This design comes from an exercise in tuning for a short achievable clock period and few clock cycles per item on the open sky130 flow, not from production work. Function was not checked in any run shown here: the RTL went through the layout flow alone. Power figures rest on the tool's default switching activity, not on a simulated workload.

<file path="flow/config.mk">
export PLATFORM = sky130hd
export DESIGN_NAME = cpu
export DESIGN_NICKNAME = cpu
export VERILOG_FILES = /design/flow/design.v
export SDC_FILE = /design/flow/constraint.sdc
export NUM_CORES = 4
export LEC_CHECK = 0
export CAP_MARGIN = 20
export CORE_MARGIN = 2
export CORE_UTILIZATION = 40
export PLACE_DENSITY = 0.6
export SLEW_MARGIN = 20
</file>
<file path="flow/constraint.sdc">
create_clock -name core_clock -period 8.0 [get_ports {clk}]
set_input_delay 1.6000 -clock core_clock [delete_from_list [all_inputs] [get_ports {clk}]]
set_output_delay 1.6000 -clock core_clock [all_outputs]
set_load 0.01 [all_outputs]
</file>
<file path="flow/design.v">
`default_nettype none
module cpu(
	input clk,
	input rst,
	output reg [31:0] address,
	input [31:0] dataIn,
	output reg [31:0] dataOut,
	output reg writeEnable,
	output reg [3:0] writeMask,
	output reg transactionBegin,
	input transactionEnd
);
localparam [6:0] OPIMM = 7'd19;
localparam [6:0] LUI   = 7'd55;
localparam [6:0] AUIPC = 7'd23;
localparam [6:0] OP    = 7'd51;
localparam [6:0] JAL   = 7'd111;
localparam [6:0] JALR  = 7'd103;
localparam [6:0] BR    = 7'd99;
localparam [6:0] LD    = 7'd3;
localparam [6:0] ST    = 7'd35;
localparam [26:0] RF   = 27'h7000000;    
reg phF, phA, phB, phM, phW, phX;
reg [31:0] pc;      
reg [31:0] pc4;     
reg [31:0] pcB;     
reg [31:0] jt;      
reg [31:0] ir;      
reg [31:0] r1;      
reg [31:0] imm;     
reg [31:0] moff;    
wire [6:0] op  = ir[6:0];
wire [2:0] f3  = ir[14:12];
wire [6:0] f7  = ir[31:25];
wire [4:0] rs2 = ir[24:20];
wire [4:0] rd  = ir[11:7];
wire iOPIMM = op == OPIMM;
wire iAUIPC = op == AUIPC;
wire iOP    = op == OP;
wire iJAL   = op == JAL;
wire iJALR  = op == JALR;
wire iBR    = op == BR;
wire iLD    = op == LD;
wire iST    = op == ST;
wire [31:0] Bimm = { {20{ir[31]}}, ir[7], ir[30:25], ir[11:8], 1'b0 };
wire [31:0] Jimm = { {12{ir[31]}}, ir[19:12], ir[20], ir[30:21], 1'b0 };
wire [31:0] Uimm = { ir[31:12], 12'h000 };
wire [31:0] rdAddr = { RF, rd };
wire [6:0] dop  = dataIn[6:0];
wire [4:0] drs1 = dataIn[19:15];
wire [4:0] drs2 = dataIn[24:20];
wire [4:0] drd  = dataIn[11:7];
wire [31:0] dI  = { {20{dataIn[31]}}, dataIn[31:20] };
wire [31:0] dS2 = { {20{dataIn[31]}}, dataIn[30:25], dataIn[11:7], 1'b0 };
wire [31:0] a = phA ? dataIn : r1;
wire [31:0] b = phB ? dataIn : imm;
wire [32:0] diff = {1'b0, a} - {1'b0, b};
wire [31:0] sum = a + b;
wire lt = diff[32];
wire smallDiff = diff[31:7] == 25'd0;
wire [4:0] sh = b[4:0];
wire [31:0] maddr = a + moff;
reg [31:0] alu;
always @(*) begin
	case (f3)
		3'd0: alu = (f7 == 7'd0) ? sum : (iOP && f7 == 7'd16) ? diff[31:0] : 32'd0;
		3'd1: alu = a << sh;
		3'd2: alu = {31'd0, ~lt};
		3'd3: alu = {31'd0, ~smallDiff};
		3'd4: alu = a ^ b;
		3'd5: alu = (f7 == 7'd0 || f7 == 7'd16) ? a >> sh : 32'd0;
		3'd6: alu = a | b;
		default: alu = a & b;
	endcase
end
reg flag;
always @(*) begin
	case (f3)
		3'd0: flag = a == b;
		3'd1: flag = a != b;
		3'd2, 3'd3: flag = 1'b0;
		default: flag = diff[31];
	endcase
end
reg [3:0] smask;
always @(*) begin
	case (f3)
		3'd0: smask = 4'b0001;
		3'd1: smask = 4'b0011;
		3'd2: smask = 4'b1111;
		default: smask = 4'b0000;
	endcase
end
reg [31:0] ldata;
always @(*) begin
	case (f3)
		3'd0: ldata = { 24'd0, dataIn[7:0] };
		3'd1: ldata = { 16'd0, dataIn[15:0] };
		3'd4: ldata = { {24{dataIn[7]}}, dataIn[7:0] };
		3'd5: ldata = { {16{dataIn[15]}}, dataIn[15:0] };
		default: ldata = dataIn;
	endcase
end
wire [31:0] pcB_now = pc + Bimm;
wire [31:0] brTarget = phX ? pcB_now : pcB;
reg nF, nA, nB, nM, nW, nX;
reg nbeg, nwe;
reg [3:0] nwm;
reg [31:0] naddr, ndout;
task automatic exec;
	begin
		if (iOPIMM || iOP) begin
			nW = 1; nbeg = 1; naddr = rdAddr; ndout = alu; nwe = 1; nwm = 4'hf;
		end
		else if (iLD) begin
			nM = 1; nbeg = 1; naddr = maddr; nwe = 0;
		end
		else if (iST) begin
			nM = 1; nbeg = 1; naddr = maddr; ndout = b; nwe = 1; nwm = smask;
		end
		else if (iBR) begin
			nF = 1; nbeg = 1; naddr = flag ? pc4 : brTarget; nwe = 0;
		end
		else if (iJALR) begin
			nW = 1; nbeg = 1; naddr = rdAddr; ndout = pc; nwe = 1; nwm = 4'hf;
		end
		else begin
			nF = 1; nbeg = 1; naddr = pc; nwe = 0;
		end
	end
endtask
always @(*) begin
	nF = 0; nA = 0; nB = 0; nM = 0; nW = 0; nX = 0;
	nbeg = 0; nwe = 0; nwm = 4'hf;
	naddr = rdAddr;
	ndout = alu;
	if (phF) begin
		if (dop == OPIMM || dop == LD || dop == JALR || dop == OP || dop == BR || dop == ST) begin
			if (drs1 != 5'd0) begin
				nA = 1; nbeg = 1; naddr = { RF, drs1 }; nwe = 0;
			end
			else if (dop == LD) begin
				nM = 1; nbeg = 1; naddr = dI; nwe = 0;
			end
			else if (dop == JALR) begin
				nW = 1; nbeg = 1; naddr = { RF, drd }; ndout = pc; nwe = 1;
			end
			else if (dop == OPIMM) begin
				nX = 1;
			end
			else if (drs2 != 5'd0) begin
				nB = 1; nbeg = 1; naddr = { RF, drs2 }; nwe = 0;
			end
			else begin
				nX = 1;
			end
		end
		else if (dop == LUI) begin
			nW = 1; nbeg = 1; naddr = { RF, drd }; ndout = { dataIn[31:12], 12'h000 }; nwe = 1;
		end
		else if (dop == JAL) begin
			nW = 1; nbeg = 1; naddr = { RF, drd }; ndout = pc; nwe = 1;
		end
		else if (dop == AUIPC) begin
			nX = 1;
		end
		else begin
			nF = 1; nbeg = 1; naddr = pc; nwe = 0;
		end
	end
	else if (phA) begin
		if ((iOP || iBR || iST) && rs2 != 5'd0) begin
			nB = 1; nbeg = 1; naddr = { RF, rs2 }; nwe = 0;
		end
		else exec;
	end
	else if (phB) begin
		exec;
	end
	else if (phX) begin
		if (iAUIPC) begin
			nW = 1; nbeg = 1; naddr = rdAddr; ndout = pc + Uimm; nwe = 1;
		end
		else exec;
	end
	else if (phM) begin
		if (iLD) begin
			nW = 1; nbeg = 1; naddr = rdAddr; ndout = ldata; nwe = 1;
		end
		else begin
			nF = 1; nbeg = 1; naddr = pc4; nwe = 0;
		end
	end
	else begin  
		nF = 1; nbeg = 1; naddr = (iJAL || iJALR) ? jt + 32'd4 : pc4; nwe = 0;
	end
end
always @(posedge clk) begin
	if (rst) begin
		phF <= 1; phA <= 0; phB <= 0; phM <= 0; phW <= 0; phX <= 0;
		transactionBegin <= 1;
		address <= 0;
		dataOut <= 0;
		writeEnable <= 0;
		writeMask <= 0;
		pc <= 0;
		pc4 <= 0;
		pcB <= 0;
		jt <= 0;
		ir <= 0;
		r1 <= 0;
		imm <= 0;
		moff <= 0;
	end
	else begin
		address <= naddr;
		dataOut <= ndout;
		writeEnable <= nwe;
		writeMask <= nwm;
		if (transactionBegin) begin
			transactionBegin <= 0;
		end
		else if (phX || transactionEnd) begin
			transactionBegin <= nbeg;
			phF <= nF; phA <= nA; phB <= nB; phM <= nM; phW <= nW; phX <= nX;
		end
		if (transactionBegin && phF) pc <= address;
		pc4 <= pc + 32'd4;
		pcB <= pcB_now;
		jt <= (iJAL ? pc : r1) + Jimm;
		if (phF) begin
			ir <= dataIn;
			r1 <= 0;
			imm <= (dop == OPIMM) ? dI : 32'd0;
			moff <= (dop == ST) ? dS2 : dI;
		end
		if (phA) r1 <= dataIn;
	end
end
endmodule
</file>
<file path="flow/run.sh">
#!/bin/bash
# synth_recipe.tcl (not shown) runs the flow's synth.tcl, then flattens the netlist and writes it again
# the make line also repeats each setting of config.mk as NAME=value (left out here)
make -C /OpenROAD-flow-scripts/flow DESIGN_CONFIG=/design/flow/config.mk WORK_HOME=/design/flow/orfs CLKGATE_MAP_FILE= SYNTH_SCRIPT=/design/flow/synth_recipe.tcl finish
</file>
==> impl_metrics.ini, run 1 <==
[run_status]
status = timing/DRC/antenna clean

[power]
leakagePower_uw = 0.0141
total_power_uw = 4690
power.density_nw_per_um2 = 134
ir_worst_vdd_mv = 0.173

[die]
io_pins = 105
rows = 102
die_h_um = 284
die-area_um2 = 80600
start_util = 0.404
fp.dieW_um = 284
core_region_area_um2 = 77500

[routing]
drcViolationCount = 0
wire_per_inst_um = 33.7
drtAntennaViolNets = 0
vias_per_cell = 6.90
wirelength_um = 182000
drt-initial-drc-count = 5813
first_pass_iters = 8
vias = 37400

[sta]
fin_skew_ps = 77.4
drv_slew = 0
fmax_ghz = 0.150
hold_viol = 0
worst_pin_slew_ps = 1260
slew_headroom = 0.147
fin_setup_tns_ps = 0
rsz0062_at_grt = false
setup_violations = 0
post-route-min-period_ps = 6660
min_period_over_period = 0.833

[layout]
multiInputGateArea_um2 = 23700
fill_cells = 8019
finalNonFillerCells = 5417
final_cell_area_um2 = 35000
drive_gt1_frac = 0.0857
final_nets = 4587
syn2layout_area_growth_pct = 11.9
final_util = 0.452
regArea_um2 = 5800

[clocking]
cts_resized = 0
hold_buffers = 0
cts_num_sinks = 289
htree_levels = 2
clock_latency_ps = 630
cts_root_buf = clkbuf_16
cts_inserted_buffers = 38
cts_setup_buffers = 0
clockBufferDepth = 3
cts_tree = yes
clk_pin_slew_worst_paths_ps = 60

[yosys]
seq_area_frac_synth = 0.185
yosys-top-cells-count = nor2_1, nand2_1, a21oi_1, dfxtp_1, clkbuf_1
synthCells = 4357
syn_area_per_cell_um2 = 7.19
synth_most_common_cell = nor2_1
synth_edf_count = 0
synthArstFlopShare = 0
yosys_register_bits = 289
synth-main-ff-cell = dfxtp_1
synth_area_leader_cell = dfxtp_1
synthesis.nets = 4607
netlist.area_leader.share = 0.185
syn_area_um2 = 31300
ys_types = 102
yosysWarnings = 1
synth_area_leaders = dfxtp_1, ha_1, mux2i_1

[global_routing]
grt_pass1_vias = 34100
grt_max_degree = 86
grtUsageTotal = 0.433
antenna_found_initial = 12
grt_pass1_wl_um = 256000
grt-ovfl-total = 0

[critical_path]
critPathMaxStageDelay_ps = 900
cp_max_fo = 11
startpoint_type = primary input
worstPathCellList = clkdlybuf4s50_1 > mux2i_1 > ha_1 > inv_2 > a2111oi_4 > a21oi_2 > a31oi_1 > a211o_1 > and4_4 > or3_1 > nand2_1 > o221ai_1 > a211oi_1
required_ps = 8450
r2r-start = phA
critical_path_arrival_ps = 7110
slowest_stage = mux2i_1
worstSetupEndpointType = flop
crit_type = primary input to flop
crit_path_start = dataIn[4]

[worst_hold_path]
min_path_type = flop to flop
min-delay-start = pc[10]

[placed_design]
gp_routability_congestion = 1.08
port_buffers = 104
placed_cell_area_um2 = 33700
dp_hpwl_um = 138000
placed_cells = 5337

[job]
drv_cap = 0
[metal layers]
layer / GRT usage / vias to the layer above / share of wire
met3: 0.150 / 708 / 0.14
met5: 0 / - / 0.00038
met1: 0.555 / 17700 / 0.38
met2: 0.603 / 2893 / 0.39
met4: 0.302 / 12 / 0.088
li1: - / 16100 / -
[worst max-delay path, delay by kind of cell]
kind	cells	cell delay, ps
buf+inv	2	740
compound gates	6	2070
fa+ha+maj	1	450
mux	1	900
simple gates	3	1310
[cells by family after synthesis]
group	count (synthesis)	share of synthesized area
adders and majority gates	215	0.0873
AOI/OAI and AO/OA	1478	0.311
and+or+nand+nor	1436	0.210
DFF	289	0.185
buffers and inverters	479	0.0603
muxes	300	0.102
xor gates and xnor gates	160	0.0447
[report_power, final]
group          leakage [uW]  switching [uW]  total [uW]  internal, uW
registers           0.00236            75.3        1560          1480
logic                0.0111             887        1280           395
clock network      0.000636             777        1850          1070
[area by class of cell]
type	count	share of cell area
timing repair buffer	269	0.0653
inverter	150	0.0161
sequential	289	0.165
clock inverter	17	0.00661
multi-input combinational	3589	0.677
tap	1040	0.0371
antenna	11	0.000786
clock buffer	52	0.0312
[placed cells by master (no fill, tap or decap), drive strengths merged, types with 52 or more instances in the layout]
| cell type | Yosys | routed |
|---|---|---|
| ha | 209 | 209 |
| o22ai | 52 | 52 |
| xnor2 | 86 | 86 |
| a21oi | 434 | 434 |
| clkdlybuf4s50 | 0 | 103 |
| clkbuf | 256 | 52 |
| nor3 | 89 | 89 |
| a211oi | 104 | 104 |
| buf | 73 | 166 |
| nand3 | 113 | 113 |
| inv | 145 | 147 |
| o21ai | 247 | 247 |
| nand2 | 435 | 435 |
| a21o | 59 | 59 |
| xor2 | 74 | 74 |
| o211ai | 65 | 65 |
| mux2 | 70 | 70 |
| dfxtp | 289 | 289 |
| nor2 | 485 | 485 |
| nor2b | 57 | 57 |
| mux2i | 223 | 223 |
| a22oi | 72 | 72 |
[sequential cells by signal, summed over array words and instances (netlist names)]
name	flops
writeEnable	1
phA	1
ir	31
pcB	32
phB	1
phF	1
phM	1
address	32
transactionBegin	1
pc	32
imm	12
moff	13
r1	32
dataOut	32
writeMask	3
jt	32
phX	1
pc4	31
[stage by stage]
step / hold WS (ps) / setup WS (ps)
2_1_floorplan: 436 / 2100
3_3_place_gp: 444 / 1100
3_5_place_dp: 456 / 949
4_1_cts: 466 / 1590
5_1_grt: 489 / 1090
6_report: 463 / 1340
[final timing paths]
kind	endpoint	slack, ps	cells after the start
max	address[27]	1340	13
max reg2reg	address[27]	1770	14
min reg2reg	pc[10]	460	2
min	pc[10]	460	2
==> run 2: changes to the inputs <==
--- a/flow/config.mk
+++ b/flow/config.mk
@@ -5,8 +5,11 @@
 export SDC_FILE = /design/flow/constraint.sdc
 export NUM_CORES = 4
 export LEC_CHECK = 0
+export ABC_CLOCK_PERIOD_IN_PS = 2500
 export CAP_MARGIN = 20
 export CORE_MARGIN = 2
 export CORE_UTILIZATION = 40
 export PLACE_DENSITY = 0.6
+export SETUP_SLACK_MARGIN = 5
 export SLEW_MARGIN = 20
+export TNS_END_PERCENT = 100
==> impl_metrics.ini, run 2 <==
[run_status]
status = timing/DRC/antenna clean

[global_routing]
grt_pass1_wl_um = 270000
grt-ovfl-total = 0
grtUsageTotal = 0.457
antenna_found_initial = 8
grt_max_degree = 90
grt_pass1_vias = 36700

[yosys]
synth_edf_count = 0
synth_most_common_cell = nor2_1
netlist.area_leader.share = 0.185
yosysWarnings = 1
synth-main-ff-cell = dfxtp_1
synthesis.nets = 4607
ys_types = 102
synthArstFlopShare = 0
synth_area_leaders = dfxtp_1, ha_1, mux2i_1
yosys_register_bits = 289
seq_area_frac_synth = 0.185
syn_area_um2 = 31300
synth_area_leader_cell = dfxtp_1
syn_area_per_cell_um2 = 7.19
yosys-top-cells-count = nor2_1, nand2_1, a21oi_1, dfxtp_1, clkbuf_1
synthCells = 4357

[placed_design]
gp_routability_congestion = 1.15
placed_cells = 5324
pre_cts_ws_ps = 944
dp_hpwl_um = 138000
port_buffers = 104

[sta]
slew_headroom = 0.0796
rsz0062_at_grt = true
min_period_over_period = 0.589
worst_pin_slew_ps = 1360
worst_slack_ps = 3290
setup_violations = 0
fin_setup_tns_ps = 0
hold_viol = 0
drv_slew = 0
post-route-min-period_ps = 4710
fin_skew_ps = 51.2
fmax_ghz = 0.212

[critical_path]
r2r_cells = 18
crit_type = primary input to flop
cp-endpoint = dataOut[16]
r2r-start = phB
cp_max_fo = 6
reg2reg_to = dataOut[24]
required_ps = 8420
r2r_slack_ps = 3430
startpoint_type = primary input
critical_path_arrival_ps = 5130
crit_path_start = dataIn[0]
worstSetupEndpointType = flop

[die]
fp.dieW_um = 284
rows = 102
start_util = 0.404
core_region_area_um2 = 77500
die-area_um2 = 80600
die_h_um = 284
io_pins = 105

[power]
leakagePower_uw = 0.0172
cellInternalPower_uw = 3260
power.density_nw_per_um2 = 120
p_seq_frac = 0.296
combPwrFrac = 0.347
power_frac_clock = 0.357
swShare = 0.378
ir_worst_vdd_mv = 0.146
netSwitchingPower_uw = 1980

[clocking]
cts_root_buf = clkbuf_16
htree_levels = 2
cts_inserted_buffers = 38
clock_latency_ps = 630
clk_pin_slew_worst_paths_ps = 60
clockBufferDepth = 3
hold_buffers = 0
cts_tree = yes
cts_num_sinks = 289

[layout]
syn2layout_area_growth_pct = 38.9
final_nets = 4952
fill_cells = 7224
finalNonFillerCells = 5772
final_common_cell = nor2_1
final_util = 0.562
layout_common_cells = nor2_1, buf_4, nand2_1, a21oi_1, dfxtp_1
drive_gt1_frac = 0.306

[routing]
vias = 40400
wirelength_um = 195000
vias_per_cell = 7.00
drt-initial-drc-count = 6219
drtAntennaViolNets = 0
wire_per_inst_um = 33.8
first_pass_iters = 10
drcViolationCount = 0

[worst_hold_path]
min-delay-start = address[17]
min_path_type = flop to flop

[job]
drv_cap = 0
-- run 2: what timing repair did --
item / CTS / global route
hold endpoints to repair: 0 / 0
endpoints found under the setup margin: 262 / 106
buffers inserted: 253 / 115
gates cloned: 9 / 0
pin swaps: 243 / 181
gates resized for setup: 973 / 320
-- run 2: worst max-delay path: stages --
cell and delay, ps:
buf_12 110, mux2i_4 210, inv_6 70, ha_4 170, fa_2 380, o21bai_4 190, a221o_1 280, nand3_2 140
a311oi_4 470, o21ai_0 140, nand2_1 170, nand3_2 140, a31oi_4 310, o221ai_2 130, o211ai_1 610
-- run 2: per-stage QoR --
step                      cell area, um^2  hold slack (ps)  total power [uW]
final                               43500              452              5230
after global routing                43500              473              5320
after CTS                           41200              458              4970
after detailed placement            34100              452              2810
after global placement              34100              445              2820
after floorplan                     32100              436              2320
-- run 2: layout make-up --
class	instances	area [um^2]	area share
tap	1040	1300	0.0299
clock inverter	14	248	0.00569
inverter	150	648	0.0149
sequential	289	5870	0.135
clock buffer	52	1060	0.0244
timing repair buffer	634	5820	0.134
multi-input combinational	3589	28600	0.656
antenna	4	10.0	0.000230
-- run 2: power by group through the flow --
| stage | Clock (uW) | Combinational (uW) | Sequential [uW] |
|---|---|---|---|
| 2_1_floorplan | 0 | 769 | 1550 |
| 3_3_place_gp | 0 | 1230 | 1580 |
| 3_5_place_dp | 0 | 1230 | 1580 |
| 4_1_cts | 1870 | 1570 | 1540 |
| 5_1_grt | 1930 | 1840 | 1550 |
| 6_report | 1870 | 1820 | 1550 |
-- run 2: how the worst min path moves through the flow --
stage          endpoint  cells after the start
6_report         pc[17]                      2
5_1_grt          pc[13]                      2
4_1_cts          pc[17]                      2
3_5_place_dp    imm[30]                      2
3_3_place_gp    imm[30]                      2
2_1_floorplan   imm[30]                      2
-- run 2: layer usage --
layer | share of wire | vias to the layer above | track usage
li1 | - | 16800 | -
met1 | 0.36 | 19100 | 0.568
met2 | 0.39 | 3520 | 0.636
met3 | 0.15 | 995 | 0.176
met4 | 0.10 | 12 | 0.335
met5 | 0.00071 | - | 0.00179
-- run 2: cell families (layout without fill, tap and decap cells) --
logic type	Yosys count	after routing	share of synthesized area
AO/OA/AOI/OAI	1478	1478	0.311
buffers and inverters	479	850	0.0603
multiplexers	300	300	0.102
XOR/XNOR	160	160	0.0447
other	0	4	0
adder cells (fa/ha/maj)	215	215	0.0873
flip-flops	289	289	0.185
AND/OR/NAND/NOR	1436	1436	0.210

==> separate check: timing with driven ports <==
Ports are ideal in the flow. The routed layouts listed here were re-timed in OpenROAD. Step 1, drivers: a clkbuf_16 drives clk and a buf_2 each remaining input, both assumed. Step 2, shift: input delay + t, output delay - t, t = (earliest + latest rising clock arrival at the registers) / 2. This alone moves slack from input paths to output paths. Three values: ideal, step 1, step 2; two values: the first two.
run | t (ns) | slack for setup (ns) | hold slack, ns | worst setup path at the end
run 1 | 0.670 | 1.336 / 1.373 / 0.703 | 0.463 / 0.463 / 0.463 | input to register
run 2 | 0.683 | 3.289 / 3.314 / 2.630 | 0.452 / 0.452 / 0.452 | input to register
After both steps every run listed still meets setup and hold. The setup slack of run 2, which loses most, moves by +0.025 ns with the drivers and by -0.659 ns with both steps.
